Context: an optimization exercise on an open-source flow, tuned for small area. The choices shown serve that exercise and are no tape-out recipe. The RTL was checked by simulation tests, not by an equivalence proof against the original design. Power is estimated from default activity; no workload was simulated.

==> flow/design.v (outline; a module is shown in full before it is edited, if it fits) <==
// module axi_regs: 3666 lines
module axi_regs #(
    parameter AXI_ADDR_WIDTH = 32,  
    parameter logic [31:0] BASEADDR = 32'h00000000  
    ) (
    input  wire                      axi_aclk,
    input  wire                      axi_aresetn,
    input  wire [AXI_ADDR_WIDTH-1:0] s_axi_awaddr,
    input  wire [2:0]                s_axi_awprot,
    input  wire                      s_axi_awvalid,
    input  wire [7:0]                s_axi_awid,
    input  wire [7:0]                s_axi_awlen,
    input  wire [2:0]                s_axi_awsize,
    output wire                      s_axi_awready,
    input  wire [31:0]               s_axi_wdata,
    input  wire [3:0]                s_axi_wstrb,
    input  wire                      s_axi_wvalid,
    input  wire                      s_axi_wlast,
    output wire                      s_axi_wready,
    input  wire [AXI_ADDR_WIDTH-1:0] s_axi_araddr,
    input  wire [2:0]                s_axi_arprot,
    input  wire                      s_axi_arvalid,
    input  wire [7:0]                s_axi_arid,
    input  wire [7:0]                s_axi_arlen,
    input  wire [2:0]                s_axi_arsize,
    output wire                      s_axi_arready,
    output wire [31:0]               s_axi_rdata,
    output wire [1:0]                s_axi_rresp,
    output wire                      s_axi_rvalid,
    output wire [7:0]                s_axi_rid,
    output wire                      s_axi_rlast,
    input  wire                      s_axi_rready,
    output wire [1:0]                s_axi_bresp,
    output wire                      s_axi_bvalid,
    output wire [7:0]                s_axi_bid,
    input  wire                      s_axi_bready,
    output wire reg0_strobe,  
    output wire [31:0] reg0_value,  
    output wire reg1_strobe,  
    output wire [31:0] reg1_value,  
    output wire reg2_strobe,  
    output wire [31:0] reg2_value,  
    output wire reg3_strobe,  
    output wire [31:0] reg3_value,  
    output wire reg4_strobe,  
    input wire [31:0] reg4_value,  
    output wire reg5_strobe,  
    output wire [31:0] reg5_value,  
    input wire reg6_value_set,  
    output wire reg7_strobe,  
    output wire [31:0] reg7_value,  
    output wire reg8_strobe,  
    output wire [31:0] reg8_value,  
    output wire reg9_strobe,  
    output wire [31:0] reg9_value,  
    output wire reg10_strobe,  
    output wire [31:0] reg10_value,  
    output wire reg11_strobe,  
    output wire [31:0] reg11_value,  
    output wire reg12_strobe,  
    output wire [31:0] reg12_value,  
    output wire reg13_strobe,  
    output wire [31:0] reg13_value,  
    output wire reg14_strobe,  
    output wire [31:0] reg14_value,  
    output wire reg15_strobe,  
    output wire [31:0] reg15_value,  
    output wire reg16_strobe,  
    output wire [31:0] reg16_value,  
    output wire reg17_strobe,  
    output wire [31:0] reg17_value,  
    output wire reg18_strobe,  
    output wire [31:0] reg18_value,  
    output wire reg19_strobe,  
  // ...
==> flow/run.sh <==
#!/bin/bash
# synth_recipe.tcl (not shown) runs the flow's synth.tcl, then flattens the netlist and writes it again
# the make line also repeats each setting of config.mk as NAME=value (left out here)
make -C /OpenROAD-flow-scripts/flow DESIGN_CONFIG=/design/flow/config.mk WORK_HOME=/design/flow/orfs CLKGATE_MAP_FILE= SYNTH_SCRIPT=/design/flow/synth_recipe.tcl finish
==> flow/config.mk <==
export PLATFORM = sky130hd
export DESIGN_NAME = axi_regs
export DESIGN_NICKNAME = axi_regs
export VERILOG_FILES = /design/flow/design.v
export SDC_FILE = /design/flow/constraint.sdc
export NUM_CORES = 4
export LEC_CHECK = 0
export CAP_MARGIN = 20
export CORE_MARGIN = 2
export CORE_UTILIZATION = 40
export PLACE_DENSITY = 0.6
export SLEW_MARGIN = 20
==> flow/constraint.sdc <==
create_clock -name core_clock -period 5.0 [get_ports {axi_aclk}]
set_input_delay 1.0000 -clock core_clock [delete_from_list [all_inputs] [get_ports {axi_aclk}]]
set_output_delay 1.0000 -clock core_clock [all_outputs]
set_load 0.01 [all_outputs]
==> run summary, run 1 <==
# TYPE chip_impl_metric gauge
chip_impl_metric{name="synth_compound_gate_area_share",unit="%"} 11.0
chip_impl_metric{name="non_clock_inverter_count",unit=""} 15
chip_impl_metric{name="synth_async_sr_flop_share",unit="%"} 100
chip_impl_info{name="yosys.cell_count.top_type",value="sky130_fd_sc_hd__dfrtp_1"} 1
chip_impl_info{name="critPathSlowestCell",value="sky130_fd_sc_hd__and4b_1"} 1
chip_impl_metric{name="pwr_density_cell",unit="mW/mm^2"} 351
chip_impl_metric{name="timing.final.crit_period",unit="ns"} 4.42
chip_impl_metric{name="r2r_cells",unit=""} 8
chip_impl_info{name="critical_path_start",value="s_axi_araddr_reg_r[4]"} 1
chip_impl_metric{name="syn2layout_area_growth",unit="%"} 36.7
chip_impl_metric{name="setup_tns",unit="ns"} 0
chip_impl_metric{name="cts-htree-levels",unit=""} 4
chip_impl_info{name="grt_setup_unrepaired",value="no"} 1
chip_impl_info{name="maxUsedRoutingLayer",value="met5"} 1
chip_impl_metric{name="multi_input_comb_area",unit="mm^2"} 0.0231
chip_impl_info{name="run_status",value="no timing/DRC/antenna violations"} 1
chip_impl_metric{name="synth-edff-count",unit=""} 0
chip_impl_metric{name="port-buffer-count",unit=""} 1200
chip_impl_metric{name="setup_viol",unit=""} 0
chip_impl_metric{name="slew_headroom",unit="%"} 20.5
chip_impl_info{name="endpoint_kind",value="register"} 1
chip_impl_metric{name="post_synth_num_cell_types",unit=""} 98
chip_impl_metric{name="power.net_switching",unit="uW"} 8520
chip_impl_metric{name="globalRouteMet1Util",unit="%"} 54.4
chip_impl_metric{name="timing.max_cap.violations",unit=""} 0
chip_impl_info{name="worst_r2r_endpoint",value="read_fsm.v_rdata_r[18]"} 1
chip_impl_metric{name="peakVddDrop",unit="V"} 0.000336
chip_impl_metric{name="overflow",unit=""} 0
chip_impl_info{name="leading_cell_types_in_the_layout_fill_and_taps_excluded",value="sky130_fd_sc_hd__clkdlybuf4s50_1 (1,199), sky130_fd_sc_hd__dfrtp_1 (1,177), sky130_fd_sc_hd__mux2_2 (1,059)"} 1
chip_impl_metric{name="p_leak",unit="uW"} 0.0336
chip_impl_metric{name="synthXorXnorAreaFrac",unit="%"} 0.0650
chip_impl_metric{name="drt_wl_cell",unit="um"} 42.4
chip_impl_metric{name="grt_start_max_net_pins",unit=""} 118
==> run 2: changes to the inputs <==
==> flow/design.v (replaced) <==
package axi_regs_pkg;
    localparam AXI_REVISION = 34;
    localparam logic [31:0] AXI_DEFAULT_BASEADDR = 32'h00000000;
    localparam AXI_RANGE_BYTES = 128;
    localparam logic [31:0] REG0_OFFSET = 32'h00000000;  
    localparam REG0_VALUE_BIT_OFFSET = 0;  
    localparam REG0_VALUE_BIT_WIDTH = 32;  
    localparam logic [31:0] REG0_VALUE_RESET = 32'b00000000000000000000000000000000;  
    localparam logic [31:0] REG1_OFFSET = 32'h00000004;  
    localparam REG1_VALUE_BIT_OFFSET = 0;  
    localparam REG1_VALUE_BIT_WIDTH = 32;  
    localparam logic [31:0] REG1_VALUE_RESET = 32'b00000000000000000000000000000000;  
    localparam logic [31:0] REG2_OFFSET = 32'h00000008;  
    localparam REG2_VALUE_BIT_OFFSET = 0;  
    localparam REG2_VALUE_BIT_WIDTH = 32;  
    localparam logic [31:0] REG2_VALUE_RESET = 32'b00000000000000000000000000000000;  
    localparam logic [31:0] REG3_OFFSET = 32'h0000000C;  
    localparam REG3_VALUE_BIT_OFFSET = 0;  
    localparam REG3_VALUE_BIT_WIDTH = 32;  
    localparam logic [31:0] REG3_VALUE_RESET = 32'b00000000000000000000000000000000;  
    localparam logic [31:0] REG4_OFFSET = 32'h00000010;  
    localparam REG4_VALUE_BIT_OFFSET = 0;  
    localparam REG4_VALUE_BIT_WIDTH = 32;  
    localparam logic [31:0] REG4_VALUE_RESET = 32'b00000000000000000000000000000000;  
    localparam logic [31:0] REG5_OFFSET = 32'h00000014;  
    localparam REG5_VALUE_BIT_OFFSET = 0;  
    localparam REG5_VALUE_BIT_WIDTH = 32;  
    localparam logic [31:0] REG5_VALUE_RESET = 32'b00000000000000000000000000000000;  
    localparam logic [31:0] REG6_OFFSET = 32'h00000018;  
    localparam REG6_VALUE_BIT_OFFSET = 0;  
    localparam REG6_VALUE_BIT_WIDTH = 1;  
    localparam logic [0:0] REG6_VALUE_RESET = 1'b0;  
    localparam logic [31:0] REG7_OFFSET = 32'h0000001C;  
    localparam REG7_VALUE_BIT_OFFSET = 0;  
    localparam REG7_VALUE_BIT_WIDTH = 32;  
    localparam logic [31:0] REG7_VALUE_RESET = 32'b00000000000000000000000000000000;  
    localparam logic [31:0] REG8_OFFSET = 32'h00000020;  
    localparam REG8_VALUE_BIT_OFFSET = 0;  
    localparam REG8_VALUE_BIT_WIDTH = 32;  
    localparam logic [31:0] REG8_VALUE_RESET = 32'b00000000000000000000000000000000;  
    localparam logic [31:0] REG9_OFFSET = 32'h00000024;  
    localparam REG9_VALUE_BIT_OFFSET = 0;  
    localparam REG9_VALUE_BIT_WIDTH = 32;  
    localparam logic [31:0] REG9_VALUE_RESET = 32'b00000000000000000000000000000000;  
    localparam logic [31:0] REG10_OFFSET = 32'h00000028;  
    localparam REG10_VALUE_BIT_OFFSET = 0;  
    localparam REG10_VALUE_BIT_WIDTH = 32;  
    localparam logic [31:0] REG10_VALUE_RESET = 32'b00000000000000000000000000000000;  
    localparam logic [31:0] REG11_OFFSET = 32'h0000002C;  
    localparam REG11_VALUE_BIT_OFFSET = 0;  
    localparam REG11_VALUE_BIT_WIDTH = 32;  
    localparam logic [31:0] REG11_VALUE_RESET = 32'b00000000000000000000000000000000;  
    localparam logic [31:0] REG12_OFFSET = 32'h00000030;  
    localparam REG12_VALUE_BIT_OFFSET = 0;  
    localparam REG12_VALUE_BIT_WIDTH = 32;  
    localparam logic [31:0] REG12_VALUE_RESET = 32'b00000000000000000000000000000000;  
    localparam logic [31:0] REG13_OFFSET = 32'h00000034;  
    localparam REG13_VALUE_BIT_OFFSET = 0;  
    localparam REG13_VALUE_BIT_WIDTH = 32;  
    localparam logic [31:0] REG13_VALUE_RESET = 32'b00000000000000000000000000000000;  
    localparam logic [31:0] REG14_OFFSET = 32'h00000038;  
    localparam REG14_VALUE_BIT_OFFSET = 0;  
    localparam REG14_VALUE_BIT_WIDTH = 32;  
    localparam logic [31:0] REG14_VALUE_RESET = 32'b00000000000000000000000000000000;  
    localparam logic [31:0] REG15_OFFSET = 32'h0000003C;  
    localparam REG15_VALUE_BIT_OFFSET = 0;  
    localparam REG15_VALUE_BIT_WIDTH = 32;  
    localparam logic [31:0] REG15_VALUE_RESET = 32'b00000000000000000000000000000000;  
    localparam logic [31:0] REG16_OFFSET = 32'h00000040;  
    localparam REG16_VALUE_BIT_OFFSET = 0;  
    localparam REG16_VALUE_BIT_WIDTH = 32;  
    localparam logic [31:0] REG16_VALUE_RESET = 32'b00000000000000000000000000000000;  
    localparam logic [31:0] REG17_OFFSET = 32'h00000044;  
    localparam REG17_VALUE_BIT_OFFSET = 0;  
    localparam REG17_VALUE_BIT_WIDTH = 32;  
    localparam logic [31:0] REG17_VALUE_RESET = 32'b00000000000000000000000000000000;  
    localparam logic [31:0] REG18_OFFSET = 32'h00000048;  
    localparam REG18_VALUE_BIT_OFFSET = 0;  
    localparam REG18_VALUE_BIT_WIDTH = 32;  
    localparam logic [31:0] REG18_VALUE_RESET = 32'b00000000000000000000000000000000;  
    localparam logic [31:0] REG19_OFFSET = 32'h0000004C;  
    localparam REG19_VALUE_BIT_OFFSET = 0;  
    localparam REG19_VALUE_BIT_WIDTH = 32;  
    localparam logic [31:0] REG19_VALUE_RESET = 32'b00000000000000000000000000000000;  
    localparam logic [31:0] REG20_OFFSET = 32'h00000050;  
    localparam REG20_VALUE_BIT_OFFSET = 0;  
    localparam REG20_VALUE_BIT_WIDTH = 32;  
    localparam logic [31:0] REG20_VALUE_RESET = 32'b00000000000000000000000000000000;  
    localparam logic [31:0] REG21_OFFSET = 32'h00000054;  
    localparam REG21_VALUE_BIT_OFFSET = 0;  
    localparam REG21_VALUE_BIT_WIDTH = 32;  
    localparam logic [31:0] REG21_VALUE_RESET = 32'b00000000000000000000000000000000;  
    localparam logic [31:0] REG22_OFFSET = 32'h00000058;  
    localparam REG22_VALUE_BIT_OFFSET = 0;  
    localparam REG22_VALUE_BIT_WIDTH = 32;  
    localparam logic [31:0] REG22_VALUE_RESET = 32'b00000000000000000000000000000000;  
    localparam logic [31:0] REG23_OFFSET = 32'h0000005C;  
    localparam REG23_VALUE_BIT_OFFSET = 0;  
    localparam REG23_VALUE_BIT_WIDTH = 32;  
    localparam logic [31:0] REG23_VALUE_RESET = 32'b00000000000000000000000000000000;  
    localparam logic [31:0] REG24_OFFSET = 32'h00000060;  
    localparam REG24_VALUE_BIT_OFFSET = 0;  
    localparam REG24_VALUE_BIT_WIDTH = 32;  
    localparam logic [31:0] REG24_VALUE_RESET = 32'b00000000000000000000000000000000;  
    localparam logic [31:0] REG25_OFFSET = 32'h00000064;  
    localparam REG25_VALUE_BIT_OFFSET = 0;  
    localparam REG25_VALUE_BIT_WIDTH = 32;  
    localparam logic [31:0] REG25_VALUE_RESET = 32'b00000000000000000000000000000000;  
    localparam logic [31:0] REG26_OFFSET = 32'h00000068;  
    localparam REG26_VALUE_BIT_OFFSET = 0;  
    localparam REG26_VALUE_BIT_WIDTH = 32;  
    localparam logic [31:0] REG26_VALUE_RESET = 32'b00000000000000000000000000000000;  
    localparam logic [31:0] REG27_OFFSET = 32'h0000006C;  
    localparam REG27_VALUE_BIT_OFFSET = 0;  
    localparam REG27_VALUE_BIT_WIDTH = 32;  
    localparam logic [31:0] REG27_VALUE_RESET = 32'b00000000000000000000000000000000;  
    localparam logic [31:0] REG28_OFFSET = 32'h00000070;  
    localparam REG28_VALUE_BIT_OFFSET = 0;  
    localparam REG28_VALUE_BIT_WIDTH = 32;  
    localparam logic [31:0] REG28_VALUE_RESET = 32'b00000000000000000000000000000000;  
    localparam logic [31:0] REG29_OFFSET = 32'h00000074;  
    localparam REG29_VALUE_BIT_OFFSET = 0;  
    localparam REG29_VALUE_BIT_WIDTH = 32;  
    localparam logic [31:0] REG29_VALUE_RESET = 32'b00000000000000000000000000000000;  
    localparam logic [31:0] REG30_OFFSET = 32'h00000078;  
    localparam REG30_VALUE_BIT_OFFSET = 0;  
    localparam REG30_VALUE_BIT_WIDTH = 32;  
    localparam logic [31:0] REG30_VALUE_RESET = 32'b00000000000000000000000000000000;  
    localparam logic [31:0] REG31_OFFSET = 32'h0000007C;  
    localparam REG31_VALUE_BIT_OFFSET = 0;  
    localparam REG31_VALUE_BIT_WIDTH = 32;  
    localparam logic [31:0] REG31_VALUE_RESET = 32'b00000000000000000000000000000000;  
endpackage: axi_regs_pkg
`default_nettype none
module axi_regs #(
    parameter AXI_ADDR_WIDTH = 32,  
    parameter logic [31:0] BASEADDR = 32'h00000000  
    ) (
    input  wire                      axi_aclk,
    input  wire                      axi_aresetn,
    input  wire [AXI_ADDR_WIDTH-1:0] s_axi_awaddr,
    input  wire [2:0]                s_axi_awprot,
    input  wire                      s_axi_awvalid,
    input  wire [7:0]                s_axi_awid,
    input  wire [7:0]                s_axi_awlen,
    input  wire [2:0]                s_axi_awsize,
    output wire                      s_axi_awready,
    input  wire [31:0]               s_axi_wdata,
    input  wire [3:0]                s_axi_wstrb,
    input  wire                      s_axi_wvalid,
    input  wire                      s_axi_wlast,
    output wire                      s_axi_wready,
    input  wire [AXI_ADDR_WIDTH-1:0] s_axi_araddr,
    input  wire [2:0]                s_axi_arprot,
    input  wire                      s_axi_arvalid,
    input  wire [7:0]                s_axi_arid,
    input  wire [7:0]                s_axi_arlen,
    input  wire [2:0]                s_axi_arsize,
    output wire                      s_axi_arready,
    output wire [31:0]               s_axi_rdata,
    output wire [1:0]                s_axi_rresp,
    output wire                      s_axi_rvalid,
    output wire [7:0]                s_axi_rid,
    output wire                      s_axi_rlast,
    input  wire                      s_axi_rready,
    output wire [1:0]                s_axi_bresp,
    output wire                      s_axi_bvalid,
    output wire [7:0]                s_axi_bid,
    input  wire                      s_axi_bready,
    output wire reg0_strobe,  
    output wire [31:0] reg0_value,  
    output wire reg1_strobe,  
    output wire [31:0] reg1_value,  
    output wire reg2_strobe,  
    output wire [31:0] reg2_value,  
    output wire reg3_strobe,  
    output wire [31:0] reg3_value,  
    output wire reg4_strobe,  
    input wire [31:0] reg4_value,  
    output wire reg5_strobe,  
    output wire [31:0] reg5_value,  
    input wire reg6_value_set,  
    output wire reg7_strobe,  
    output wire [31:0] reg7_value,  
    output wire reg8_strobe,  
    output wire [31:0] reg8_value,  
    output wire reg9_strobe,  
    output wire [31:0] reg9_value,  
    output wire reg10_strobe,  
    output wire [31:0] reg10_value,  
    output wire reg11_strobe,  
    output wire [31:0] reg11_value,  
    output wire reg12_strobe,  
    output wire [31:0] reg12_value,  
    output wire reg13_strobe,  
    output wire [31:0] reg13_value,  
    output wire reg14_strobe,  
    output wire [31:0] reg14_value,  
    output wire reg15_strobe,  
    output wire [31:0] reg15_value,  
    output wire reg16_strobe,  
    output wire [31:0] reg16_value,  
    output wire reg17_strobe,  
    output wire [31:0] reg17_value,  
    output wire reg18_strobe,  
    output wire [31:0] reg18_value,  
    output wire reg19_strobe,  
    output wire [31:0] reg19_value,  
    output wire reg20_strobe,  
    output wire [31:0] reg20_value,  
    output wire reg21_strobe,  
    output wire [31:0] reg21_value,  
    output wire reg22_strobe,  
    output wire [31:0] reg22_value,  
    output wire reg23_strobe,  
    output wire [31:0] reg23_value,  
    output wire reg24_strobe,  
    output wire [31:0] reg24_value,  
    output wire reg25_strobe,  
    output wire [31:0] reg25_value,  
    output wire reg26_strobe,  
    output wire [31:0] reg26_value,  
    output wire reg27_strobe,  
    output wire [31:0] reg27_value,  
    output wire reg28_strobe,  
    output wire [31:0] reg28_value,  
    output wire reg29_strobe,  
    output wire [31:0] reg29_value,  
    output wire reg30_strobe,  
    output wire [31:0] reg30_value,  
    output wire reg31_strobe,  
    output wire [31:0] reg31_value  
    );
    localparam int AW = AXI_ADDR_WIDTH;
    wire [AW-3:0] aw_off = s_axi_awaddr[AW-1:2] - BASEADDR[AW-1:2];
    wire [AW-3:0] ar_off = s_axi_araddr[AW-1:2] - BASEADDR[AW-1:2];
    wire          aw_in  = (aw_off[AW-3:5] == '0);
    wire          ar_in  = (ar_off[AW-3:5] == '0);
    logic       aw_got, w_got, awready_q, wready_q, bvalid_q, bresp_q, upd_q;
    logic [7:0] bid_q;
    logic       wa_in;
    logic [4:0] wa_idx;
    logic [31:0] wd_q;
    logic [3:0]  ws_q;
    wire upd     = aw_got & w_got;
    wire aw_take = s_axi_awvalid & ~aw_got & ~bvalid_q;
    wire w_take  = s_axi_wvalid  & ~w_got  & ~bvalid_q;
    always_ff @(posedge axi_aclk or negedge axi_aresetn) begin
        if (~axi_aresetn) begin
            aw_got    <= 1'b0;
            w_got     <= 1'b0;
            awready_q <= 1'b0;
            wready_q  <= 1'b0;
            bvalid_q  <= 1'b0;
            bresp_q   <= 1'b0;
            upd_q     <= 1'b0;
            bid_q     <= '0;
        end else begin
            awready_q <= aw_take;
            wready_q  <= w_take;
            aw_got    <= ~upd & (aw_got | aw_take);
            w_got     <= ~upd & (w_got | w_take);
            upd_q     <= upd;
            bvalid_q  <= upd | (bvalid_q & ~s_axi_bready);
            if (upd)     bresp_q <= ~(wa_in & (wa_idx != 5'd4));
            if (aw_take) bid_q   <= s_axi_awid;
        end
    end
    always_ff @(posedge axi_aclk) begin
        if (~aw_got) begin
            wa_in  <= aw_in;
            wa_idx <= aw_off[4:0];
        end
        if (~w_got) begin
            wd_q <= s_axi_wdata;
            ws_q <= s_axi_wstrb;
        end
    end
    logic [31:0] wdec;
    always_comb begin
        wdec = '0;
        wdec[wa_idx] = wa_in;
    end
    wire  [31:0] rv [0:31];
    logic        reg6_q;
    for (genvar r = 0; r < 32; r++) begin: g_reg
        if (r != 4 && r != 6) begin: g_rw
            wire sel = upd & wdec[r];
            logic [31:0] q;
            always_ff @(posedge axi_aclk or negedge axi_aresetn) begin
                if (~axi_aresetn) begin
                    q <= '0;
                end else begin
                    for (int b = 0; b < 4; b++)
                        if (sel & ws_q[b]) q[8*b +: 8] <= wd_q[8*b +: 8];
                end
            end
            assign rv[r] = q;
        end else begin: g_none
            assign rv[r] = '0;
        end
    end
    always_ff @(posedge axi_aclk or negedge axi_aresetn) begin
        if (~axi_aresetn)
            reg6_q <= 1'b0;
        else if (reg6_value_set)
            reg6_q <= 1'b1;
        else if (upd & wdec[6] & ws_q[0] & wd_q[0])
            reg6_q <= 1'b0;
    end
    logic       arready_q, resp_q, rvalid_q, rresp_v, rresp_q, reg4_strobe_q;
    logic [7:0] rid_q;
    logic [31:0] rd_q;
    wire ar_take = s_axi_arvalid & ~arready_q & ~resp_q & ~rvalid_q;
    always_ff @(posedge axi_aclk or negedge axi_aresetn) begin
        if (~axi_aresetn) begin
            arready_q     <= 1'b0;
            resp_q        <= 1'b0;
            rvalid_q      <= 1'b0;
            rresp_q       <= 1'b0;
            reg4_strobe_q <= 1'b0;
            rid_q         <= '0;
        end else begin
            arready_q     <= ar_take;
            resp_q        <= arready_q;
            rvalid_q      <= resp_q | (rvalid_q & ~s_axi_rready);
            reg4_strobe_q <= arready_q & ar_in & (ar_off[4:0] == 5'd4);
            if (resp_q)  rresp_q <= rresp_v;
            if (ar_take) rid_q   <= s_axi_arid;
        end
    end
    wire [31:0] rsrc [0:31];
    wire [31:0] rsel;
    for (genvar r = 0; r < 32; r++) begin: g_rsrc
        if (r == 4)      begin: g4 assign rsrc[r] = reg4_value; end
        else if (r == 5) begin: g5 assign rsrc[r] = '0; end
        else if (r == 6) begin: g6 assign rsrc[r] = {31'b0, reg6_q}; end
        else             begin: gr assign rsrc[r] = rv[r]; end
        assign rsel[r] = ar_in & (ar_off[4:0] == r);
    end
    logic [31:0] rmux;
    always_comb begin
        rmux = '0;
        for (int r = 0; r < 32; r++)
            rmux = rmux | (rsrc[r] & {32{rsel[r]}});
    end
    always_ff @(posedge axi_aclk) begin
        rresp_v <= ~ar_in | (ar_off[4:0] == 5'd5);
        if (arready_q) rd_q <= rmux;
    end
    assign s_axi_awready = awready_q;
    assign s_axi_wready  = wready_q;
    assign s_axi_bvalid  = bvalid_q;
    assign s_axi_bresp   = {2{bresp_q}};
    assign s_axi_bid     = bid_q;
    assign s_axi_arready = arready_q;
    assign s_axi_rvalid  = rvalid_q;
    assign s_axi_rlast   = rvalid_q;
    assign s_axi_rresp   = {2{rresp_q}};
    assign s_axi_rid     = rid_q;
    assign s_axi_rdata   = rd_q & {32{rvalid_q}};
    assign reg4_strobe = reg4_strobe_q;
    assign reg0_value  = rv[0];
    assign reg0_strobe = upd_q & wdec[0];
    assign reg1_value  = rv[1];
    assign reg1_strobe = upd_q & wdec[1];
    assign reg2_value  = rv[2];
    assign reg2_strobe = upd_q & wdec[2];
    assign reg3_value  = rv[3];
    assign reg3_strobe = upd_q & wdec[3];
    assign reg5_value  = rv[5];
    assign reg5_strobe = upd_q & wdec[5];
    assign reg7_value  = rv[7];
    assign reg7_strobe = upd_q & wdec[7];
    assign reg8_value  = rv[8];
    assign reg8_strobe = upd_q & wdec[8];
    assign reg9_value  = rv[9];
    assign reg9_strobe = upd_q & wdec[9];
    assign reg10_value  = rv[10];
    assign reg10_strobe = upd_q & wdec[10];
    assign reg11_value  = rv[11];
    assign reg11_strobe = upd_q & wdec[11];
    assign reg12_value  = rv[12];
    assign reg12_strobe = upd_q & wdec[12];
    assign reg13_value  = rv[13];
    assign reg13_strobe = upd_q & wdec[13];
    assign reg14_value  = rv[14];
    assign reg14_strobe = upd_q & wdec[14];
    assign reg15_value  = rv[15];
    assign reg15_strobe = upd_q & wdec[15];
    assign reg16_value  = rv[16];
    assign reg16_strobe = upd_q & wdec[16];
    assign reg17_value  = rv[17];
    assign reg17_strobe = upd_q & wdec[17];
    assign reg18_value  = rv[18];
    assign reg18_strobe = upd_q & wdec[18];
    assign reg19_value  = rv[19];
    assign reg19_strobe = upd_q & wdec[19];
    assign reg20_value  = rv[20];
    assign reg20_strobe = upd_q & wdec[20];
    assign reg21_value  = rv[21];
    assign reg21_strobe = upd_q & wdec[21];
    assign reg22_value  = rv[22];
    assign reg22_strobe = upd_q & wdec[22];
    assign reg23_value  = rv[23];
    assign reg23_strobe = upd_q & wdec[23];
    assign reg24_value  = rv[24];
    assign reg24_strobe = upd_q & wdec[24];
    assign reg25_value  = rv[25];
    assign reg25_strobe = upd_q & wdec[25];
    assign reg26_value  = rv[26];
    assign reg26_strobe = upd_q & wdec[26];
    assign reg27_value  = rv[27];
    assign reg27_strobe = upd_q & wdec[27];
    assign reg28_value  = rv[28];
    assign reg28_strobe = upd_q & wdec[28];
    assign reg29_value  = rv[29];
    assign reg29_strobe = upd_q & wdec[29];
    assign reg30_value  = rv[30];
    assign reg30_strobe = upd_q & wdec[30];
    assign reg31_value  = rv[31];
    assign reg31_strobe = upd_q & wdec[31];
endmodule
==> flow/config.mk (replaced) <==
export PLATFORM = sky130hd
export DESIGN_NAME = axi_regs
export DESIGN_NICKNAME = axi_regs
export VERILOG_FILES = /design/flow/design.v
export SDC_FILE = /design/flow/constraint.sdc
export NUM_CORES = 4
export LEC_CHECK = 0
export CAP_MARGIN = 20
export CORE_MARGIN = 2
export CORE_UTILIZATION = 40
export CTS_CLUSTER_DIAMETER = 100
export CTS_CLUSTER_SIZE = 30
export PLACE_DENSITY = 0.6
export SLEW_MARGIN = 20
==> run summary, run 2 <==
# TYPE chip_impl_metric gauge
chip_impl_metric{name="r2r_cells",unit=""} 8
chip_impl_metric{name="vias",unit=""} 40700
chip_impl_metric{name="dr.first_iter.drc_count",unit=""} 5458
chip_impl_metric{name="highest_cell_delay_on_the_worst_timing_path",unit="ns"} 0.64
chip_impl_metric{name="initial_antenna_violation_count",unit=""} 39
chip_impl_metric{name="reg2reg_setup_slack",unit="ns"} 0.71
chip_impl_metric{name="detailed_route_wire_length",unit="um"} 278000
chip_impl_metric{name="critical_path_peak_fanout",unit=""} 7
chip_impl_info{name="tritoncts",value="built"} 1
chip_impl_metric{name="post_synth_num_cell_types",unit=""} 68
chip_impl_info{name="synth-main-ff-cell",value="sky130_fd_sc_hd__dfrtp_1"} 1
chip_impl_info{name="worst_min_delay_path_class",value="input pin to async pin"} 1
chip_impl_metric{name="timing.final.crit_period",unit="ns"} 4.77
chip_impl_info{name="yosys.cell_count.top_type",value="sky130_fd_sc_hd__mux2_2"} 1
chip_impl_metric{name="grt_start_max_net_pins",unit=""} 101
chip_impl_metric{name="proportion_of_synthesized_chip_area_in_sequential_cells",unit="%"} 56.8
chip_impl_metric{name="syn2layout_area_growth",unit="%"} 34.5
chip_impl_metric{name="post_synth_instance_area",unit="mm^2"} 0.0475
chip_impl_metric{name="setup_tns",unit="ns"} 0
chip_impl_metric{name="drt_first_pass_iters",unit=""} 8
chip_impl_metric{name="cts_hold_buffers",unit=""} 0
chip_impl_metric{name="vias_per_cell",unit=""} 6.42
chip_impl_info{name="endpoint_kind",value="primary output"} 1
chip_impl_metric{name="nets",unit=""} 4913
chip_impl_metric{name="overflow",unit=""} 0
chip_impl_info{name="worst_r2r_endpoint",value="g_reg[30].g_rw.q[25]"} 1
chip_impl_metric{name="synth_async_sr_flop_share",unit="%"} 93.0
chip_impl_metric{name="fp.dieArea",unit="mm^2"} 0.122
chip_impl_metric{name="fp.coreArea",unit="mm^2"} 0.118
chip_impl_metric{name="die_height",unit="um"} 349
chip_impl_metric{name="clkSlewWorstSetupHoldPaths",unit="ns"} 0.12
chip_impl_metric{name="drive_above_1_share",unit="%"} 27.9
chip_impl_metric{name="syn_nets",unit=""} 3762
chip_impl_metric{name="final.period_utilization",unit="%"} 95.3
chip_impl_metric{name="rows",unit=""} 126
chip_impl_info{name="leading_cell_types_in_the_layout_fill_and_taps_excluded",value="sky130_fd_sc_hd__clkdlybuf4s50_1 (1,194), sky130_fd_sc_hd__mux2_2 (1,002), sky130_fd_sc_hd__dfrtp_1 (987)"} 1
chip_impl_metric{name="clock_path_buffers",unit=""} 3
chip_impl_metric{name="clk-insertion-delay-late",unit="ns"} 0.70
chip_impl_info{name="leading_registers_by_flop_count",value="g.g_rw.q (960), rd_q (32), wd_q (32)"} 1
chip_impl_metric{name="synth-edff-count",unit=""} 74
chip_impl_metric{name="setup_viol",unit=""} 0
chip_impl_metric{name="timing.max_cap.violations",unit=""} 0
chip_impl_metric{name="hold-worst-slack",unit="ns"} 0.376
chip_impl_metric{name="initial_core_util",unit="%"} 40.3
chip_impl_metric{name="drt_wl_cell",unit="um"} 43.9
chip_impl_metric{name="clock.fmax",unit="MHz"} 210
chip_impl_info{name="worstSetupStartpointType",value="register"} 1
chip_impl_metric{name="grt_use_total",unit="%"} 44.5
chip_impl_metric{name="numCtsBuffers",unit=""} 46
chip_impl_metric{name="synth.ff_latch_count",unit=""} 1064
chip_impl_info{name="synth.area.top_cells",value="sky130_fd_sc_hd__dfrtp_1 (52%), sky130_fd_sc_hd__mux2_2 (24%), sky130_fd_sc_hd__edfxtp_1 (4.7%), sky130_fd_sc_hd__a22oi_1 (2.3%), sky130_fd_sc_hd__mux2i_1 (1.7%)"} 1
chip_impl_metric{name="detailed_place_hpwl",unit="um"} 206000
chip_impl_info{name="critical_path_cell_sequence",value="inv_1 -> ha_1 -> nor3b_2 -> xnor2_1 -> nand2_1 -> nor4b_1 -> clkdlybuf4s50_1"} 1
chip_impl_metric{name="cts-htree-levels",unit=""} 2
chip_impl_metric{name="post_route_utilization",unit="%"} 54.2
chip_impl_metric{name="port-buffer-count",unit=""} 1200
chip_impl_metric{name="num_io_pins",unit=""} 1234
chip_impl_info{name="synth_top_area_cell",value="sky130_fd_sc_hd__dfrtp_1"} 1
chip_impl_info{name="critical_path_start",value="wa_idx[0]"} 1
chip_impl_info{name="grt_setup_unrepaired",value="no"} 1
chip_impl_metric{name="p_leak",unit="uW"} 0.0285
chip_impl_metric{name="count_of_yosys_warnings_during_synthesis",unit=""} 1
chip_impl_metric{name="slew_headroom",unit="%"} 16.9
chip_impl_metric{name="pwr_density_cell",unit="mW/mm^2"} 381
chip_impl_metric{name="ant_nets_after_route",unit=""} 0
chip_impl_metric{name="first_global_vias",unit=""} 38300
chip_impl_info{name="max_flop_register",value="g.g_rw.q"} 1
chip_impl_metric{name="grt_first_pass_wirelength",unit="um"} 363000
chip_impl_metric{name="cts.repair_timing.setup_buffer_count",unit=""} 0
chip_impl_info{name="crit-reg2reg-launch",value="wa_idx[0]"} 1
chip_impl_metric{name="cts_sinks",unit=""} 1064
chip_impl_metric{name="place.gp.congestion",unit=""} 0.949
chip_impl_info{name="run_status",value="no timing/DRC/antenna violations"} 1
chip_impl_metric{name="final_max_slew_viol_count",unit=""} 0
chip_impl_info{name="synth.cells.most_frequent",value="sky130_fd_sc_hd__mux2_2 (1,002), sky130_fd_sc_hd__dfrtp_1 (989), sky130_fd_sc_hd__clkbuf_1 (215)"} 1
chip_impl_metric{name="synth_top_area_share",unit="%"} 52.1
chip_impl_metric{name="critical_path_arrival",unit="ns"} 3.77
chip_impl_metric{name="timing_worst_slew_pin_value",unit="ns"} 1.25
chip_impl_metric{name="mapped_avg_cell_area",unit="um^2"} 13.3
chip_impl_info{name="critPathSlowestCell",value="sky130_fd_sc_hd__clkdlybuf4s50_1"} 1
chip_impl_metric{name="timing.critical_path.required",unit="ns"} 4.00
chip_impl_metric{name="peakVddDrop",unit="V"} 0.000337
chip_impl_metric{name="hold_violations",unit=""} 0
chip_impl_info{name="final_common_cell",value="sky130_fd_sc_hd__clkdlybuf4s50_1"} 1
chip_impl_metric{name="largest_register_ffs",unit=""} 960
chip_impl_metric{name="drc_errors",unit=""} 0
chip_impl_metric{name="syn_inst",unit=""} 3576
chip_impl_metric{name="fin_skew",unit="ns"} 0.0319
chip_impl_metric{name="post_cts_resize_count",unit=""} 0
chip_impl_metric{name="dieWidth",unit="um"} 349
chip_impl_info{name="cts-root-buf",value="sky130_fd_sc_hd__clkbuf_16"} 1
chip_impl_info{name="setup.worst_path.class",value="register to primary output"} 1
run 2: cell types whose count changed in the layout (fill, tap and decap cells not counted), moves of 74 or more:
cell / before / now
sky130_fd_sc_hd__dfrtp_1: 1177 / 987
sky130_fd_sc_hd__nor2_1: 172 / 96
sky130_fd_sc_hd__buf_4: 269 / 145
sky130_fd_sc_hd__o21ai_0: 130 / 56
sky130_fd_sc_hd__clkbuf_16: 144 / 49
sky130_fd_sc_hd__a22oi_1: 74 / 148
sky130_fd_sc_hd__edfxtp_1: 0 / 74
run 2: layer usage:
metal	wire (um)	vias to the layer above	track usage [%]
li1	-	15700	-
met3	28500	612	12.3
met4	21000	12	27.7
met1	105000	21600	56.4
met5	78	-	0
met2	124000	2691	67.4
run 2: cell families (layout without fill, tap and decap cells):
group	count (synthesis)	count (layout)	synth area share (%)
adders and majority gates	1	1	0.0263
AOI/OAI and AO/OA	606	606	9.59
muxes	1098	1098	25.9
and+or+nand+nor	515	515	5.22
other	0	30	0
xor gates and xnor gates	6	6	0.150
buffers and inverters	286	1473	2.34
DFF	1064	1064	56.8
run 2: cell type report:
type	instances	area [um^2]
antenna	30	75.1
clock buffer	63	1300
clock inverter	21	283
fill	10300	54000
inverter	17	65.1
multi-input combinational	2226	19600
sequential	1064	27000
tap	1536	1920
timing repair buffer	1372	13700
run 2: how the worst max path moves through the flow:
stage and to:
3_3_place_gp rd_q[21], 2_1_floorplan rd_q[18], 6_report reg16_strobe, 4_1_cts reg16_strobe, 3_5_place_dp rd_q[15], 5_1_grt reg16_strobe
run 2: report_power, final:
| part | internal (uW) | switching, uW | total [uW] |
|---|---|---|---|
| logic | 3520 | 3690 | 7210 |
| clock network | 2080 | 3130 | 5210 |
| registers | 10100 | 1880 | 11900 |
run 2: stage by stage:
stage | instances | power [uW] | area [um^2] | setup WS, ns
floorplan | 3576 | 14000 | 47500 | 1.92
global placement | 6201 | 19000 | 62000 | 0.379
detailed placement | 6206 | 19100 | 62100 | 0.391
CTS | 6290 | 24200 | 63600 | 0.348
global route | 6327 | 24900 | 63900 | 0.147
finish | 6329 | 24400 | 63900 | 0.233
run 2: worst max-delay path, delay by kind of cell (launching register included):
family / cells / cell delay [ns]
xor+xnor: 1 / 0.59
fa+ha+maj: 1 / 0.26
buf+inv: 2 / 0.74
flops: 1 / 0.42
simple gates: 3 / 1.06
==> run 3: changes to the inputs <==
--- a/flow/config.mk
+++ b/flow/config.mk
@@ -9,6 +9,4 @@
 export CORE_MARGIN = 2
 export CORE_UTILIZATION = 40
-export CTS_CLUSTER_DIAMETER = 100
-export CTS_CLUSTER_SIZE = 30
 export PLACE_DENSITY = 0.6
 export SLEW_MARGIN = 20
==> run summary, run 3 <==
# TYPE chip_impl_metric gauge
chip_impl_info{name="crit-reg2reg-launch",value="wa_idx[0]"} 1
chip_impl_metric{name="cts-htree-levels",unit=""} 3
chip_impl_metric{name="pwr_density_cell",unit="mW/mm^2"} 427
chip_impl_metric{name="count_of_yosys_warnings_during_synthesis",unit=""} 1
chip_impl_metric{name="clk-insertion-delay-late",unit="ns"} 0.75
chip_impl_info{name="critical_path_start",value="wa_idx[0]"} 1
chip_impl_metric{name="synth.ff_latch_count",unit=""} 1064
chip_impl_metric{name="port-buffer-count",unit=""} 1200
chip_impl_metric{name="post_synth_num_cell_types",unit=""} 68
chip_impl_info{name="max_flop_register",value="g.g_rw.q"} 1
chip_impl_metric{name="critical_path_arrival",unit="ns"} 3.79
chip_impl_metric{name="vias_per_cell",unit=""} 6.39
chip_impl_metric{name="detailed_place_hpwl",unit="um"} 206000
chip_impl_metric{name="drc_errors",unit=""} 0
chip_impl_metric{name="worst_case_setup_margin_in_the_final_layout",unit="ns"} 0.207
chip_impl_metric{name="pwr-share-comb",unit="%"} 25.5
chip_impl_metric{name="slew_headroom",unit="%"} 22.4
chip_impl_info{name="leading_registers_by_flop_count",value="g.g_rw.q (960), rd_q (32), wd_q (32)"} 1
chip_impl_metric{name="overflow",unit=""} 0
chip_impl_metric{name="synth-edff-count",unit=""} 74
chip_impl_metric{name="pre_cts_worst_setup_slack",unit="ns"} 0.391
chip_impl_info{name="yosys.cell_count.top_type",value="sky130_fd_sc_hd__mux2_2"} 1
chip_impl_info{name="synth_top_area_cell",value="sky130_fd_sc_hd__dfrtp_1"} 1
chip_impl_metric{name="clkSlewWorstSetupHoldPaths",unit="ns"} 0.06
chip_impl_metric{name="initial_antenna_violation_count",unit=""} 40
chip_impl_metric{name="grt_start_max_net_pins",unit=""} 101
chip_impl_metric{name="hold-worst-slack",unit="ns"} 0.341
chip_impl_info{name="grt_setup_unrepaired",value="no"} 1
chip_impl_metric{name="timing.max_cap.violations",unit=""} 0
chip_impl_metric{name="vias",unit=""} 41400
chip_impl_metric{name="largest_register_ffs",unit=""} 960
chip_impl_metric{name="drt_wl_cell",unit="um"} 43.3
chip_impl_metric{name="cts_sinks",unit=""} 1064
chip_impl_info{name="synth.cells.most_frequent",value="sky130_fd_sc_hd__mux2_2 (1,002), sky130_fd_sc_hd__dfrtp_1 (989), sky130_fd_sc_hd__clkbuf_1 (215)"} 1
chip_impl_info{name="worstSetupStartpointType",value="register"} 1
chip_impl_metric{name="clock_path_buffers",unit=""} 3
chip_impl_metric{name="cts_hold_buffers",unit=""} 0
chip_impl_metric{name="setup_tns",unit="ns"} 0
chip_impl_info{name="critical_path_cell_sequence",value="inv_1 -> ha_1 -> nor3b_2 -> xnor2_1 -> nand2_1 -> nor4b_1 -> clkdlybuf4s50_1"} 1
chip_impl_metric{name="post_synth_instance_area",unit="mm^2"} 0.0475
chip_impl_metric{name="netSwitchingFraction",unit="%"} 33.2
chip_impl_metric{name="fin_skew",unit="ns"} 0.0299
chip_impl_metric{name="nets",unit=""} 4987
chip_impl_metric{name="drt_first_pass_iters",unit=""} 6
chip_impl_info{name="endpoint_kind",value="primary output"} 1
chip_impl_metric{name="cell_internal_pwr",unit="uW"} 18900
chip_impl_info{name="critPathSlowestCell",value="sky130_fd_sc_hd__clkdlybuf4s50_1"} 1
chip_impl_metric{name="initial_core_util",unit="%"} 40.3
chip_impl_metric{name="critical_path_peak_fanout",unit=""} 7
chip_impl_metric{name="seqPwrFrac",unit="%"} 42.3
chip_impl_metric{name="ant_nets_after_route",unit=""} 0
chip_impl_info{name="final_common_cell",value="sky130_fd_sc_hd__clkdlybuf4s50_1"} 1
chip_impl_metric{name="grt_use_total",unit="%"} 44.9
chip_impl_metric{name="mapped_avg_cell_area",unit="um^2"} 13.3
chip_impl_metric{name="synth_top_area_share",unit="%"} 52.1
chip_impl_info{name="run_status",value="no timing/DRC/antenna violations"} 1
chip_impl_metric{name="fp.coreArea",unit="mm^2"} 0.118
chip_impl_metric{name="grt_first_pass_wirelength",unit="um"} 367000
chip_impl_metric{name="timing.critical_path.required",unit="ns"} 4.00
chip_impl_metric{name="fp.dieArea",unit="mm^2"} 0.122
chip_impl_metric{name="hold_violations",unit=""} 0
chip_impl_metric{name="syn2layout_area_growth",unit="%"} 39.7
chip_impl_metric{name="dieWidth",unit="um"} 349
chip_impl_metric{name="cts.repair_timing.setup_buffer_count",unit=""} 0
chip_impl_info{name="tritoncts",value="built"} 1
chip_impl_metric{name="timing.final.crit_period",unit="ns"} 4.79
chip_impl_metric{name="first_global_vias",unit=""} 39100
chip_impl_metric{name="num_io_pins",unit=""} 1234
chip_impl_metric{name="place.gp.congestion",unit=""} 0.949
chip_impl_info{name="synth.area.top_cells",value="sky130_fd_sc_hd__dfrtp_1 (52%), sky130_fd_sc_hd__mux2_2 (24%), sky130_fd_sc_hd__edfxtp_1 (4.7%), sky130_fd_sc_hd__a22oi_1 (2.3%), sky130_fd_sc_hd__mux2i_1 (1.7%)"} 1
chip_impl_metric{name="p_leak",unit="uW"} 0.0297
chip_impl_metric{name="final_max_slew_viol_count",unit=""} 0
chip_impl_metric{name="syn_nets",unit=""} 3762
chip_impl_metric{name="drive_above_1_share",unit="%"} 29.4
chip_impl_metric{name="synth_async_sr_flop_share",unit="%"} 93.0
chip_impl_metric{name="timing_worst_slew_pin_value",unit="ns"} 1.16
chip_impl_metric{name="peakVddDrop",unit="V"} 0.000349
chip_impl_metric{name="post_cts_resize_count",unit=""} 0
chip_impl_metric{name="dr.first_iter.drc_count",unit=""} 5826
chip_impl_metric{name="dpl_cell_area",unit="mm^2"} 0.0621
chip_impl_metric{name="reg2reg_setup_slack",unit="ns"} 0.74
chip_impl_metric{name="post_route_utilization",unit="%"} 56.3
chip_impl_metric{name="final.period_utilization",unit="%"} 95.9
chip_impl_metric{name="pwr-share-clk",unit="%"} 32.2
chip_impl_metric{name="clock.fmax",unit="MHz"} 209
chip_impl_metric{name="fin_area",unit="mm^2"} 0.0663
chip_impl_metric{name="numCtsBuffers",unit=""} 119
chip_impl_metric{name="rows",unit=""} 126
chip_impl_info{name="worst_min_delay_path_class",value="input pin to async pin"} 1
chip_impl_metric{name="detailed_route_wire_length",unit="um"} 280000
chip_impl_info{name="leading_cell_types_in_the_layout_fill_and_taps_excluded",value="sky130_fd_sc_hd__clkdlybuf4s50_1 (1,194), sky130_fd_sc_hd__mux2_2 (1,002), sky130_fd_sc_hd__dfrtp_1 (987)"} 1
chip_impl_metric{name="highest_cell_delay_on_the_worst_timing_path",unit="ns"} 0.64
chip_impl_metric{name="die_height",unit="um"} 349
chip_impl_metric{name="proportion_of_synthesized_chip_area_in_sequential_cells",unit="%"} 56.8
chip_impl_info{name="cts-root-buf",value="sky130_fd_sc_hd__clkbuf_16"} 1
chip_impl_metric{name="power.net_switching",unit="uW"} 9400
chip_impl_metric{name="syn_inst",unit=""} 3576
chip_impl_metric{name="setup_viol",unit=""} 0
chip_impl_info{name="synth-main-ff-cell",value="sky130_fd_sc_hd__dfrtp_1"} 1
chip_impl_info{name="setup.worst_path.class",value="register to primary output"} 1
==> run 3: cell type report <==
class | instances | area [um^2]
Fill cell | 10100 | 51600
Sequential cell | 1064 | 27000
Multi-Input combinational cell | 2226 | 19600
Timing Repair Buffer | 1373 | 13700
Clock buffer | 175 | 3460
Tap cell | 1536 | 1920
Clock inverter | 50 | 559
Antenna cell | 32 | 80.1
Inverter | 17 | 65.1
==> run 3: per-stage QoR <==
| step | power (uW) | std cells |
|---|---|---|
| floorplan | 14000 | 3576 |
| global placement | 19000 | 6201 |
| detailed placement | 19100 | 6206 |
| CTS | 28100 | 6431 |
| global route | 29000 | 6469 |
| finish | 28300 | 6473 |
==> run 3: power by group through the flow <==
stage / sequential, uW / combinational (uW) / clock (uW)
after floorplan: 11600 / 2340 / 0
after global placement: 12200 / 6770 / 0
after CTS: 12000 / 6940 / 9130
after global routing: 12100 / 7400 / 9490
after detailed placement: 12200 / 6910 / 0
final: 12000 / 7220 / 9120
==> run 3: worst max-delay path, delay by kind of cell (launching register included) <==
kind / cells / cell delay (ns)
xor+xnor: 1 / 0.60
fa+ha+maj: 1 / 0.27
flops: 1 / 0.41
buf+inv: 2 / 0.74
simple gates: 3 / 1.04
==> run 3: cells by family (layout without fill, tap and decap cells) <==
group / after synthesis / in the layout / synth area share, %
mux: 1098 / 1098 / 25.9
flops: 1064 / 1064 / 56.8
compound gates: 606 / 606 / 9.59
simple gates: 515 / 515 / 5.22
buf+inv: 286 / 1615 / 2.34
xor+xnor: 6 / 6 / 0.150
fa+ha+maj: 1 / 1 / 0.0263
other cells: 0 / 32 / 0
==> run 3: layer usage <==
| layer | vias up | part of all wire [%] | wire (um) | GRT usage [%] |
|---|---|---|---|---|
| met4 | 10 | 7.5 | 20900 | 27.8 |
| met3 | 687 | 11 | 30200 | 13.4 |
| met2 | 2890 | 44 | 124000 | 67.9 |
| li1 | 15900 | - | - | - |
| met1 | 21900 | 37 | 104000 | 56.5 |
| met5 | - | 0.025 | 69 | 0 |
==> run 3: path summary, 6_finish.rpt <==
check / cells after the start / endpoint
hold reg to reg: 1 / rresp_q
hold / removal: 1 / g_reg[30].g_rw.q[23]
setup reg to reg: 8 / g_reg[30].g_rw.q[18]
setup / recovery: 7 / reg16_strobe
max in group asynchronous: 2 / arready_q
min in group core_clock: 1 / rresp_q
==> run 4: changes to the inputs <==
==> flow/flow/run.sh (new file) <==
#!/bin/bash
# Standard ORFS layout; the port buffers use the smallest buffer cell.
export BUFFER_PORTS_ARGS="-buffer_cell sky130_fd_sc_hd__buf_1"
bash standard.sh > standard.log 2>&1
==> flow/standard.sh (new file) <==
#!/bin/bash
# synth_recipe.tcl (not shown) runs the flow's synth.tcl, then flattens the netlist and writes it again
# the make line also repeats each setting of config.mk as NAME=value (left out here)
make -C /OpenROAD-flow-scripts/flow DESIGN_CONFIG=/design/flow/config.mk WORK_HOME=/design/flow/orfs CLKGATE_MAP_FILE= SYNTH_SCRIPT=/design/flow/synth_recipe.tcl "${@:-finish}"
removed: flow/run.sh
==> run summary, run 4 <==
# TYPE chip_impl_metric gauge
chip_impl_info{name="run_status",value="no timing/DRC/antenna violations"} 1
chip_impl_metric{name="hold-worst-slack",unit="ns"} 0.222
chip_impl_metric{name="synth.ff_latch_count",unit=""} 1064
chip_impl_metric{name="pwr_density_cell",unit="mW/mm^2"} 439
chip_impl_metric{name="synth_top_area_share",unit="%"} 52.1
chip_impl_metric{name="numCtsBuffers",unit=""} 113
chip_impl_metric{name="timing.max_cap.violations",unit=""} 0
chip_impl_info{name="tritoncts",value="built"} 1
chip_impl_info{name="endpoint_kind",value="register"} 1
chip_impl_metric{name="count_of_yosys_warnings_during_synthesis",unit=""} 1
chip_impl_metric{name="detailed_route_wire_length",unit="um"} 272000
chip_impl_metric{name="drive_above_1_share",unit="%"} 29.3
chip_impl_metric{name="grt_start_max_net_pins",unit=""} 169
chip_impl_metric{name="pwr-share-clk",unit="%"} 32.7
chip_impl_metric{name="dieWidth",unit="um"} 349
chip_impl_info{name="synth.cells.most_frequent",value="sky130_fd_sc_hd__mux2_2 (1,002), sky130_fd_sc_hd__dfrtp_1 (989), sky130_fd_sc_hd__clkbuf_1 (215)"} 1
chip_impl_info{name="worstSetupStartpointType",value="register"} 1
chip_impl_metric{name="nets",unit=""} 4984
chip_impl_metric{name="syn2layout_area_growth",unit="%"} 23.4
chip_impl_metric{name="peakVddDrop",unit="V"} 0.000389
chip_impl_metric{name="setup_viol",unit=""} 0
chip_impl_metric{name="cell_internal_pwr",unit="uW"} 16700
chip_impl_info{name="leading_cell_types_in_the_layout_fill_and_taps_excluded",value="sky130_fd_sc_hd__buf_1 (1,194), sky130_fd_sc_hd__mux2_2 (1,002), sky130_fd_sc_hd__dfrtp_1 (987)"} 1
chip_impl_metric{name="rows",unit=""} 126
chip_impl_metric{name="port-buffer-count",unit=""} 1200
chip_impl_metric{name="ant_nets_after_route",unit=""} 0
chip_impl_metric{name="drt_wl_cell",unit="um"} 42.1
chip_impl_metric{name="slew_headroom",unit="%"} 20.4
chip_impl_metric{name="die_height",unit="um"} 349
chip_impl_metric{name="synth_async_sr_flop_share",unit="%"} 93.0
chip_impl_metric{name="fin_skew",unit="ns"} 0.0359
chip_impl_metric{name="cts_sinks",unit=""} 1064
chip_impl_metric{name="dr.first_iter.drc_count",unit=""} 5499
chip_impl_metric{name="fp.dieArea",unit="mm^2"} 0.122
chip_impl_metric{name="dpl_cell_area",unit="mm^2"} 0.0546
chip_impl_metric{name="num_io_pins",unit=""} 1234
chip_impl_metric{name="proportion_of_synthesized_chip_area_in_sequential_cells",unit="%"} 56.8
chip_impl_info{name="max_flop_register",value="g.g_rw.q"} 1
chip_impl_metric{name="first_global_vias",unit=""} 39300
chip_impl_metric{name="vias",unit=""} 41100
chip_impl_metric{name="critical_path_peak_fanout",unit=""} 8
chip_impl_metric{name="cts.repair_timing.setup_buffer_count",unit=""} 0
chip_impl_metric{name="grt_use_total",unit="%"} 43.5
chip_impl_metric{name="timing_worst_slew_pin_value",unit="ns"} 1.19
chip_impl_metric{name="grt_first_pass_wirelength",unit="um"} 356000
chip_impl_metric{name="drt_first_pass_iters",unit=""} 9
chip_impl_metric{name="timing.final.crit_period",unit="ns"} 4.47
chip_impl_info{name="top_usage_layer",value="met2"} 1
chip_impl_metric{name="setup_tns",unit="ns"} 0
chip_impl_info{name="yosys.cell_count.top_type",value="sky130_fd_sc_hd__mux2_2"} 1
chip_impl_metric{name="drc_errors",unit=""} 0
chip_impl_metric{name="final.period_utilization",unit="%"} 89.3
chip_impl_metric{name="final_max_slew_viol_count",unit=""} 0
chip_impl_metric{name="overflow",unit=""} 0
chip_impl_info{name="leading_registers_by_flop_count",value="g.g_rw.q (960), rd_q (32), wd_q (32)"} 1
chip_impl_metric{name="clock_path_buffers",unit=""} 3
chip_impl_metric{name="clock.fmax",unit="MHz"} 224
chip_impl_metric{name="netSwitchingFraction",unit="%"} 35.2
chip_impl_metric{name="vias_per_cell",unit=""} 6.36
chip_impl_metric{name="clkSlewWorstSetupHoldPaths",unit="ns"} 0.07
chip_impl_metric{name="clk-insertion-delay-late",unit="ns"} 0.74
chip_impl_metric{name="mapped_avg_cell_area",unit="um^2"} 13.3
chip_impl_metric{name="fin_area",unit="mm^2"} 0.0586
chip_impl_metric{name="syn_nets",unit=""} 3762
chip_impl_info{name="synth.area.top_cells",value="sky130_fd_sc_hd__dfrtp_1 (52%), sky130_fd_sc_hd__mux2_2 (24%), sky130_fd_sc_hd__edfxtp_1 (4.7%), sky130_fd_sc_hd__a22oi_1 (2.3%), sky130_fd_sc_hd__mux2i_1 (1.7%)"} 1
chip_impl_info{name="grt_setup_unrepaired",value="no"} 1
chip_impl_metric{name="p_leak",unit="uW"} 0.0268
chip_impl_metric{name="seqPwrFrac",unit="%"} 46.0
chip_impl_metric{name="grt_use_met3",unit="%"} 14.4
chip_impl_metric{name="post_synth_num_cell_types",unit=""} 68
chip_impl_metric{name="post_synth_instance_area",unit="mm^2"} 0.0475
chip_impl_metric{name="gr-usage-met2",unit="%"} 64.4
chip_impl_info{name="setup.worst_path.class",value="register to register"} 1
chip_impl_metric{name="r2r_cells",unit=""} 8
chip_impl_metric{name="syn_inst",unit=""} 3576
chip_impl_metric{name="place.gp.congestion",unit=""} 0.967
chip_impl_info{name="cts-root-buf",value="sky130_fd_sc_hd__clkbuf_16"} 1
chip_impl_metric{name="initial_antenna_violation_count",unit=""} 41
chip_impl_info{name="worst_min_delay_path_class",value="input pin to async pin"} 1
chip_impl_metric{name="cts-htree-levels",unit=""} 3
chip_impl_metric{name="timing.critical_path.required",unit="ns"} 5.61
chip_impl_metric{name="critical_path_arrival",unit="ns"} 5.08
chip_impl_metric{name="synth-edff-count",unit=""} 74
chip_impl_metric{name="largest_register_ffs",unit=""} 960
chip_impl_info{name="synth-main-ff-cell",value="sky130_fd_sc_hd__dfrtp_1"} 1
chip_impl_metric{name="fp.coreArea",unit="mm^2"} 0.118
chip_impl_metric{name="pwr-share-comb",unit="%"} 21.3
chip_impl_info{name="final_common_cell",value="sky130_fd_sc_hd__buf_1"} 1
chip_impl_metric{name="cts_hold_buffers",unit=""} 0
chip_impl_metric{name="initial_core_util",unit="%"} 40.3
chip_impl_metric{name="post_cts_resize_count",unit=""} 0
chip_impl_info{name="synth_top_area_cell",value="sky130_fd_sc_hd__dfrtp_1"} 1
chip_impl_metric{name="globalRouteMet1Util",unit="%"} 54.2
chip_impl_metric{name="detailed_place_hpwl",unit="um"} 196000
chip_impl_metric{name="hold_violations",unit=""} 0
chip_impl_metric{name="power.net_switching",unit="uW"} 9070
run 4: cell families after synthesis:
| kind of cell | after synthesis | share of synthesized area (%) |
|---|---|---|
| and+or+nand+nor | 515 | 5.22 |
| buffers and inverters | 286 | 2.34 |
| muxes | 1098 | 25.9 |
| xor gates and xnor gates | 6 | 0.150 |
| adders and majority gates | 1 | 0.0263 |
| AOI/OAI and AO/OA | 606 | 9.59 |
| DFF | 1064 | 56.8 |
run 4: through the flow:
| step | std cells | total power (uW) | util, % | setup slack [ns] |
|---|---|---|---|---|
| detailed placement | 6206 | 17200 | 46.3 | 0.841 |
| finish | 6463 | 25700 | 49.7 | 0.534 |
| CTS | 6417 | 25500 | 49.4 | 0.754 |
| global route | 6458 | 26400 | 49.7 | 0.605 |
| global placement | 6205 | 17000 | 46.3 | 0.873 |
| floorplan | 3576 | 14000 | - | 1.92 |
run 4: cell type report:
class | instances | area [um^2]
Fill cell | 11000 | 59300
Antenna cell | 33 | 82.6
Timing Repair Buffer | 1376 | 6270
Tap cell | 1536 | 1920
Inverter | 17 | 65.1
Sequential cell | 1064 | 27000
Clock buffer | 173 | 3320
Clock inverter | 38 | 359
Multi-Input combinational cell | 2226 | 19600
run 4: layer usage:
metal,share of wire [%],wire length [um]
met1,37,101000
met2,43,118000
met3,11,30900
met5,0.0088,24
met4,7.9,21300
run 4: path summary, 6_finish.rpt:
kind                                 start                   end  slack [ns]
setup / recovery                 wa_idx[0]  g_reg[20].g_rw.q[20]        0.53
hold / removal                 axi_aresetn   g_reg[5].g_rw.q[18]        0.22
setup reg to reg                 wa_idx[0]  g_reg[20].g_rw.q[20]        0.53
hold reg to reg                    rresp_v               rresp_q        0.47
max in group asynchronous      axi_aresetn  g_reg[25].g_rw.q[12]        3.36
min in group core_clock    s_axi_wdata[15]              wd_q[15]        0.42
run 4: power groups by stage:
| stage | combinational [uW] | sequential (uW) | clock (uW) |
|---|---|---|---|
| 4_1_cts | 5120 | 11900 | 8460 |
| 2_1_floorplan | 2340 | 11600 | 0 |
| 3_5_place_dp | 5110 | 12000 | 0 |
| 6_report | 5490 | 11800 | 8420 |
| 3_3_place_gp | 5050 | 12000 | 0 |
| 5_1_grt | 5660 | 12000 | 8810 |
run 4: critical path, cell delays in order (launching register included):
cell and delay, ns:
sky130_fd_sc_hd__edfxtp_1 0.44, sky130_fd_sc_hd__inv_1 0.14, sky130_fd_sc_hd__ha_1 0.28, sky130_fd_sc_hd__nor3b_2 0.29, sky130_fd_sc_hd__xor2_1 0.50, sky130_fd_sc_hd__nand3_1 0.40, sky130_fd_sc_hd__nor2_1 0.96, sky130_fd_sc_hd__nand2_1 0.82
sky130_fd_sc_hd__mux2_2 0.51

-- what the ideal ports hide --
In the flow no input, the clock included, has a driving cell. The finished layouts below were timed again as built, in two steps.
Step 1 (the two cells are an assumption about what drives the block):
set clk [get_ports {axi_aclk}]
set_driving_cell -lib_cell sky130_fd_sc_hd__clkbuf_16 $clk
set_driving_cell -lib_cell sky130_fd_sc_hd__buf_2 [delete_from_list [all_inputs] $clk]
Step 2 adds t to the input delays and takes it off the output delays; t is the mean of the earliest and latest rising clock arrival at the registers after step 1. Input paths then give back, and output paths get back, about the clock's delay inside the block.
Three values: no drivers, after step 1, after step 2; two values: the first two.
run	t (ns)	setup slack, ns	worst hold slack (ns)	worst slew at a driven data input, ns
run 1	0.863	0.583 / 0.583 / 0.583	0.195 / 0.169 / 0.498	0.13
run 2	0.772	0.233 / 0.146 / 0.224	0.376 / 0.339 / 0.495	0.26
run 3	0.819	0.207 / 0.124 / 0.431	0.341 / 0.307 / 0.485	0.29
run 4	0.803	0.534 / 0.534 / 0.534	0.222 / 0.171 / 0.473	0.28
After both steps setup and hold are still met in every run listed. The setup slack of run 2, which loses most, moves by -0.087 ns with the drivers and by -0.009 ns with both steps.
